This is an optimization exercise on Yosys and OpenROAD, whose aim is small area, a short achievable clock period and few clock cycles per item, not a production implementation. Where RTL was checked, it was by simulation tests only, not by an equivalence proof against the original. Power is estimated from default activity; no workload was simulated.

==> flow/design.v <==
`timescale 1ns/10ps
module leading_ones
  #
  (
   parameter SELECTOR,
   parameter BITS      = 16
   )
  (
   input wire [BITS-1:0]         SW,
   output logic [$clog2(BITS):0] LED
   );
  generate
    if (SELECTOR == "UNIQUE_CASE") begin : g_UNIQUE_CASE
      always_comb begin
        LED           = '0;  
        unique case (1'b1)
          SW[15]:  LED  = 16;
          SW[14]:  LED  = 15;
          SW[13]:  LED  = 14;
          SW[12]:  LED  = 13;
          SW[11]:  LED  = 12;
          SW[10]:  LED  = 11;
          SW[9]:   LED  = 10;
          SW[8]:   LED  = 9;
          SW[7]:   LED  = 8;
          SW[6]:   LED  = 7;
          SW[5]:   LED  = 6;
          SW[4]:   LED  = 5;
          SW[3]:   LED  = 4;
          SW[2]:   LED  = 3;
          SW[1]:   LED  = 2;
          SW[0]:   LED  = 1;
        endcase
      end  
    end else if (SELECTOR == "CASE") begin : g_CASE  
      always_comb begin
        LED           = '0;  
        case (1'b1)
          SW[15]:  LED  = 16;
          SW[14]:  LED  = 15;
          SW[13]:  LED  = 14;
          SW[12]:  LED  = 13;
          SW[11]:  LED  = 12;
          SW[10]:  LED  = 11;
          SW[9]:   LED  = 10;
          SW[8]:   LED  = 9;
          SW[7]:   LED  = 8;
          SW[6]:   LED  = 7;
          SW[5]:   LED  = 6;
          SW[4]:   LED  = 5;
          SW[3]:   LED  = 4;
          SW[2]:   LED  = 3;
          SW[1]:   LED  = 2;
          SW[0]:   LED  = 1;
          default: LED  = 0;
        endcase
      end  
    end else if (SELECTOR == "DOWN_FOR") begin : g_UP_IF
      logic found;
      always_comb begin
        LED = '0;
        found = 1'b0;
        for (int i = $high(SW); i >= $low(SW); i--) begin
          if (SW[i] && !found) begin
            LED = i + 1;
            found = 1'b1;
          end
        end
      end
    end else if (SELECTOR == "UP_FOR") begin : g_DOWN_IF
      always_comb begin
        LED = '0;
        for (int i = $low(SW); i <= $high(SW); i++) begin
          if (SW[i]) begin
            LED = i + 1;
          end
        end
      end
    end
  endgenerate
endmodule
`timescale 1ns/10ps
module divider_nr
  #
  (
   parameter BITS      = 16
   )
  (
   input wire                       clk,
   input wire                       reset,
   input wire                       start,
   input wire unsigned [BITS-1:0]   dividend,
   input wire unsigned [BITS-1:0]   divisor,
   output logic                     done,
   output logic unsigned [BITS-1:0] quotient,
   output logic unsigned [BITS-1:0] remainder
   );
  localparam BC = $clog2(BITS);
  logic [BITS-1:0] rem_q;      
  logic [BITS-2:0] quo_q;      
  logic [BC-1:0]   idx_q;      
  logic            bit_q;      
  logic            busy_q;
  logic [BITS-1:0] div_q;      
  logic [BC:0] na, nb;
  leading_ones #(.SELECTOR("DOWN_FOR"), .BITS(BITS)) u_lod_a (.SW(dividend), .LED(na));
  leading_ones #(.SELECTOR("DOWN_FOR"), .BITS(BITS)) u_lod_b (.SW(divisor | 1'b1), .LED(nb));
  logic signed [BC+1:0] diff;
  logic [BC-1:0]        sh;
  assign diff = $signed({1'b0, na}) - $signed({1'b0, nb});
  assign sh   = diff[BC+1] ? '0 : diff[BC-1:0];
  logic [BC-1:0] nidx;
  assign nidx = start ? sh : idx_q - 1'b1;
  logic [BITS:0]   trial;
  logic [BITS+1:0] diffr;
  logic            qbit;
  assign trial = {rem_q, bit_q};
  assign diffr = {1'b0, trial} - {2'b0, div_q};
  assign qbit  = ~diffr[BITS+1];
  assign done      = busy_q && (idx_q == '0);
  assign quotient  = {quo_q, qbit};
  assign remainder = qbit ? diffr[BITS-1:0] : trial[BITS-1:0];
  always_ff @(posedge clk) begin
    idx_q <= nidx;
    div_q <= divisor;
    bit_q <= dividend[nidx];
    if (start) begin
      busy_q <= 1'b1;
      rem_q  <= (dividend >> 1) >> sh;
      quo_q  <= '0;
    end else begin
      if (done) busy_q <= 1'b0;
      rem_q <= remainder;
      quo_q <= quotient[BITS-2:0];
    end
    if (reset) busy_q <= 1'b0;
  end
endmodule
==> flow/config.mk <==
export PLATFORM = sky130hd
export DESIGN_NAME = divider_nr
export DESIGN_NICKNAME = divider_nr
export VERILOG_FILES = /design/flow/design.v
export SDC_FILE = /design/flow/constraint.sdc
export NUM_CORES = 4
export LEC_CHECK = 0
export ABC_AREA = 1
export CAP_MARGIN = 20
export CORE_MARGIN = 2
export CORE_UTILIZATION = 40
export SETUP_SLACK_MARGIN = 1.0
export SLEW_MARGIN = 20
==> flow/constraint.sdc <==
create_clock -name core_clock -period 5.0 [get_ports {clk}]
set_input_delay 1.0000 -clock core_clock [delete_from_list [all_inputs] [get_ports {clk}]]
set_output_delay 1.0000 -clock core_clock [all_outputs]
set_load 0.01 [all_outputs]
run.sh (not shown) runs the stock make flow with config.mk's settings and CLKGATE_MAP_FILE= SYNTH_SCRIPT=/design/flow/synth_recipe.tcl, a recipe that flattens the netlist after the stock synthesis.
Rerun with:
--- a/flow/design.v
+++ b/flow/design.v
@@ -99,19 +99,33 @@
   logic [BITS-1:0] rem_q;      
   logic [BITS-2:0] quo_q;      
   logic [BC-1:0]   idx_q;      
   logic            bit_q;      
   logic            busy_q;
   logic [BITS-1:0] div_q;      
-  logic [BC:0] na, nb;
-  leading_ones #(.SELECTOR("DOWN_FOR"), .BITS(BITS)) u_lod_a (.SW(dividend), .LED(na));
-  leading_ones #(.SELECTOR("DOWN_FOR"), .BITS(BITS)) u_lod_b (.SW(divisor | 1'b1), .LED(nb));
-  logic signed [BC+1:0] diff;
-  logic [BC-1:0]        sh;
-  assign diff = $signed({1'b0, na}) - $signed({1'b0, nb});
-  assign sh   = diff[BC+1] ? '0 : diff[BC-1:0];
+  function automatic logic [3:0] msb_pos(input logic [15:0] x);
+    logic [7:0] y8;
+    logic [3:0] y4;
+    logic [1:0] y2;
+    msb_pos[3] = |x[15:8];
+    y8         = msb_pos[3] ? x[15:8] : x[7:0];
+    msb_pos[2] = |y8[7:4];
+    y4         = msb_pos[2] ? y8[7:4] : y8[3:0];
+    msb_pos[1] = |y4[3:2];
+    y2         = msb_pos[1] ? y4[3:2] : y4[1:0];
+    msb_pos[0] = y2[1];
+  endfunction
+  logic [3:0] pa, pb;
+  logic [4:0] pdiff;
+  logic       neg;
+  logic [BC-1:0] sh;
+  assign pa    = msb_pos(dividend);
+  assign pb    = msb_pos(divisor);
+  assign pdiff = {1'b0, pa} - {1'b0, pb};
+  assign neg   = pdiff[4];
+  assign sh    = neg ? '0 : pdiff[3:0];
   logic [BC-1:0] nidx;
   assign nidx = start ? sh : idx_q - 1'b1;
   logic [BITS:0]   trial;
   logic [BITS+1:0] diffr;
   logic            qbit;
   assign trial = {rem_q, bit_q};
@@ -123,13 +137,13 @@
   always_ff @(posedge clk) begin
     idx_q <= nidx;
     div_q <= divisor;
     bit_q <= dividend[nidx];
     if (start) begin
       busy_q <= 1'b1;
-      rem_q  <= (dividend >> 1) >> sh;
+      rem_q  <= neg ? (dividend >> 1) : ((dividend >> 1) >> pdiff[3:0]);
       quo_q  <= '0;
     end else begin
       if (done) busy_q <= 1'b0;
       rem_q <= remainder;
       quo_q <= quotient[BITS-2:0];
     end
Hold slack hardly moves.
Synthesized area came out lower by about 6%.
Clock-buffer cell count came out lower by 1.
Total power came out lower by 5.4%.
Worst setup slack is worse by 0.0085 ns.
Synthesized cell count came out lower by 8.3%.
Register-to-register slack is worse by 0.36 ns.
Utilization came out higher by 0.44 points.
Via count came out lower by about 10%.
Critical path depth came out higher by 9.
Testbench counts after the change, summed over its fixed seeds: cycles 5,943, items 1,600.
Only the layout flow was run in the first run of this note; the RTL was not checked for function there.

-- port drivers added, routing unchanged --
How much do the figures lean on ideal ports? The routed layouts below were timed once more, with nothing changed but the port constraints. Step 1, drivers: a clkbuf_16 drives clk and a buf_2 each remaining input, both assumed. Step 2 adds t to the input delays and takes it off the output delays; t is the mean of the earliest and latest rising clock arrival at the registers after step 1. Input paths then give back, and output paths get back, about the clock's delay inside the block. a / b / c = no drivers / after step 1 / after step 2; a / b = the first two.
run	t, ns	setup slack, ns	hold WS [ns]	clock arrival spread, ns	slew at the worst register clock pin (ns)
the first run	0.339	1.149 / 1.116 / 0.859	0.424 / 0.424 / 0.424	0.004 / 0.004	0.09 / 0.09
the second run	0.342	1.140 / 1.138 / 0.797	0.426 / 0.426 / 0.426	0.008 / 0.007	0.11 / 0.11
After both steps setup and hold are still met in every run listed. The setup slack of the second run, which loses most, moves by -0.002 ns with the drivers and by -0.343 ns with both steps.
